From an optimization exercise on the open Yosys and OpenROAD flow, aimed at small area, a short achievable clock period and few clock cycles; shortcuts taken in it are not production practice.
The RTL was checked by simulation tests, not by an equivalence proof against the original design.

Setup of run 1:
Design CONV, start of the top module:
module  CONV(
            input		  clk,
            input		  reset,
            output		  busy,
            input		  ready,
            output [11:0] iaddr,
            input  [19:0] idata,
            output	 	  cwr,
            output [11:0] caddr_wr,
            output [19:0] cdata_wr,
            output	 	  crd,
            output [11:0] caddr_rd,
            input  [19:0] cdata_rd,
            output [ 2:0] csel
        );
reg        busy_r;
reg        wact;       
reg  [6:0] rx;         
reg  [6:0] ry;         
reg  [3:0] rr;         
reg  [3:0] ws;         
reg  [6:0] wq;         
reg  [3:0] wr;         
reg        cwr_r, csel1_r;
reg [11:0] caddr_wr_r, caddr_rd_r;
reg [19:0] cdata_wr_r;
reg [19:0] rb, pm, pa_r;
assign busy     = busy_r;
assign iaddr    = {ry[5:0], rx[5:0]};
assign cwr      = cwr_r;
assign caddr_wr = caddr_wr_r;
assign cdata_wr = cdata_wr_r;
assign crd      = busy_r;
assign caddr_rd = caddr_rd_r;
assign csel     = {1'b0, csel1_r, 1'b1};
wire start = !busy_r && ready;
wire fin   = wact && ws == 4'd8 && wq == 7'd2;
always @(posedge clk) begin
    if (start) begin
        rx <= 7'd64;
        ry <= 7'h77;           
        rr <= 4'd0;
    end else if (rr == 4'd9) begin
        rr <= 4'd0;
        if (rx == 7'd64) begin
            rx <= 7'd0;
            ry <= ry - 7'd1;
        end else begin
            rx <= rx + 7'd1;
            ry <= ry - 7'd9;
        end
    end else begin
        rr <= rr + 4'd1;
        ry <= ry + 7'd1;
    end
end
reg [459:0] sr;
wire pvalid = !rx[6] && !ry[6];
always @(posedge clk)
    sr <= {sr[439:0], pvalid ? idata : 20'd0};
wire w1, w2;
CONV_fa uw1 (sr[240], sr[220], sr[0], w1, w2);
  ...
For scale: ~2700 cells after synthesis, about 890 flip-flops, about 110 I/O pins, roughly 43000 um2 of cells after synthesis.
clock: 10.0 ns
lec_check: 0
cap_margin: 20
core_margin: 2
core_utilization: 40
cts_cluster_diameter: 100
cts_cluster_size: 25
slew_margin: 20
synth_hierarchical: 1
standard.sh (not shown) runs the stock make flow with config.mk's settings and CLKGATE_MAP_FILE= SYNTH_SCRIPT=/design/flow/synth_recipe.tcl, a recipe that flattens the netlist after the stock synthesis.
==> flow/flow/run.sh <==
#!/bin/bash
# Own layout flow: the standard flow (standard.sh, unchanged synthesis,
# floorplan, power grid and tap cells), with buf_2 cells as the port buffers
# instead of the delay buffer buffer_ports picks by default
# The full make/ORFS output goes to flow_standard.log in the work folder;
# ORFS also keeps a log per step under orfs/logs.
set -euo pipefail
bash standard.sh \
  "BUFFER_PORTS_ARGS=-buffer_cell sky130_fd_sc_hd__buf_2" \
  finish > flow_standard.log 2>&1
Run 1 did not stop at any stage, and its layout met the timing, DRC and antenna checks.
Testbench counts of run 1, summed over its fixed seeds: cycles 94,302.
What run 2 does differently from run 1 at the input level:
==> flow/flow/run.sh <==
#!/bin/bash
# Own layout flow: the standard flow (standard.sh, unchanged synthesis,
# floorplan, power grid and tap cells), with buf_2 cells as the port buffers
# instead of the delay buffer buffer_ports picks by default, and repair_timing
# aiming for 6.8 ns of setup slack.
# The full make/ORFS output goes to flow_standard.log in the work folder;
# ORFS also keeps a log per step under orfs/logs.
set -euo pipefail
bash standard.sh \
  "BUFFER_PORTS_ARGS=-buffer_cell sky130_fd_sc_hd__buf_2" \
  SETUP_SLACK_MARGIN=6.8 \
  finish > flow_standard.log 2>&1
--- outcome ---
Run 1 has lower non-clock buffer share of cell area than run 2.
For run 2, the highest-delay cell along the critical path was sky130_fd_sc_hd__dfrtp_1, unlike run 1, where it was sky130_fd_sc_hd__a31oi_2.
Final-stage net count, run 2 and run 1: lower on run 1
Run 2 -> run 1: clock skew flat
Compared run 2 against run 1; total of flip-flops plus latches after synthesis within noise.
Input-level comparison between run 3 and run 2:
Settings: a change of CTS_CLUSTER_SIZE from 25 to 20; an added CTS_BUF_LIST of sky130_fd_sc_hd__clkbuf_8 sky130_fd_sc_hd__clkbuf_16.
Results
- Diff run 2..run 3 | wire length | negligible
- Delta (run 3 minus run 2): sequential share of layout area fell 0.16 points, number of gates resized after CTS rose 6.
- Comparing run 2 against run 3, there is no change at all in sequential fraction of the synthesis area.
- For the number of cells in the finished layout apart from fillers, run 3 came in about 0.33% higher than run 2 did.
- Across run 3 and run 2, the outcome is the same: a clean finish for every run.
## Diff of input files: run 4 against run 3
Settings: CTS_BUF_LIST: sky130_fd_sc_hd__clkbuf_8 sky130_fd_sc_hd__clkbuf_16 -> unset; CTS_CLUSTER_SIZE: 20 -> 25.
==> flow/flow/run.sh <==
#!/bin/bash
# Own layout flow: the standard flow (standard.sh, unchanged synthesis,
# floorplan, power grid and tap cells), with buf_2 cells as the port buffers
# instead of the delay buffer buffer_ports picks by default, and repair_timing
# aiming for 7.0 ns of setup slack.
# The full make/ORFS output goes to flow_standard.log in the work folder;
# ORFS also keeps a log per step under orfs/logs.
set -euo pipefail
bash standard.sh \
  "BUFFER_PORTS_ARGS=-buffer_cell sky130_fd_sc_hd__buf_2" \
  SETUP_SLACK_MARGIN=7.0 \
  finish > flow_standard.log 2>&1
==> summary.txt <==
- Run 4 finished every step from synthesis to the final layout, and the layout passed the timing, DRC and antenna checks.
- Delta (run 4 minus run 3): overall routing resource usage now larger; share of final-layout standard cells stronger than drive strength 1 increased by 3.9 points relative to the old numbers; row count about even; total of fill cells in the finished design -about 0.4%.
- Going from run 3 to run 4, die area ~0 delta; number of signal-net inverters in the final layout comparable.
- Changes observed in run 4 relative to run 3: worst setup slack climbed 11 ps, count of clock buffers in the final design dropped 3.6%.
- Comparing run 4 against run 3, there is no change at all in layout sequential cell count.
Modified inputs, run 5 compared to run 4
Settings: putting CTS_BUF_LIST at sky130_fd_sc_hd__clkbuf_16 where nothing was set.
==> flow/flow/run.sh <==
#!/bin/bash
# Own layout flow: the standard flow (standard.sh, unchanged synthesis,
# floorplan, power grid and tap cells), with buf_2 cells as the port buffers
# instead of the delay buffer buffer_ports picks by default, and repair_timing
# aiming for 6.8 ns of setup slack.
# The full make/ORFS output goes to flow_standard.log in the work folder;
# ORFS also keeps a log per step under orfs/logs.
set -euo pipefail
bash standard.sh \
  "BUFFER_PORTS_ARGS=-buffer_cell sky130_fd_sc_hd__buf_2" \
  SETUP_SLACK_MARGIN=6.8 \
  finish > flow_standard.log 2>&1
Comparing worst max-slew margin expressed relative to the limit for run 5 and run 4, the smaller number came from run 5. Max-cap check violation count: run 4 vs run 5 identical. Detailed-route wire length: run 4 vs run 5 — no meaningful difference. Looking at last element of the critical path, the crd result is from run 5; the busy one comes from run 4. When the final numbers for run 5 and run 4 were put side by side, the DRC marker count from the first detailed-route iteration turned out to be greater in run 5. On multi-input gate share of the layout cell area, the higher figure sits with run 5, not run 4.

## afterwards: timing with drivers on the ports
The results above use ideal ports. As a check the final layouts listed here were re-extracted and re-timed, cells and wires unchanged.
Step 1: set_driving_cell puts a clkbuf_16 on clk and a buf_2 on each other input, an assumption about the parent block.
Step 2, shift: input delay + t, output delay - t, t = (earliest + latest rising clock arrival at the registers) / 2. This alone moves slack from input paths to output paths.
Slacks: no drivers / after step 1 / after step 2; pairs: no drivers / after step 1.
run	t (ns)	setup WS [ns]	worst setup path at the end	worst slew at a driven data input, ns
run 1	0.731	6.397 / 6.397 / 6.397	register to register	0.05
run 2	0.732	6.763 / 6.691 / 6.800	register to register	0.05
run 3	0.751	6.753 / 6.673 / 6.821	register to register	0.05
run 4	0.733	6.763 / 6.690 / 7.015	input to register	0.05
run 5	0.732	6.763 / 6.691 / 6.814	register to register	0.05
After both steps setup and hold are still met in every run listed.
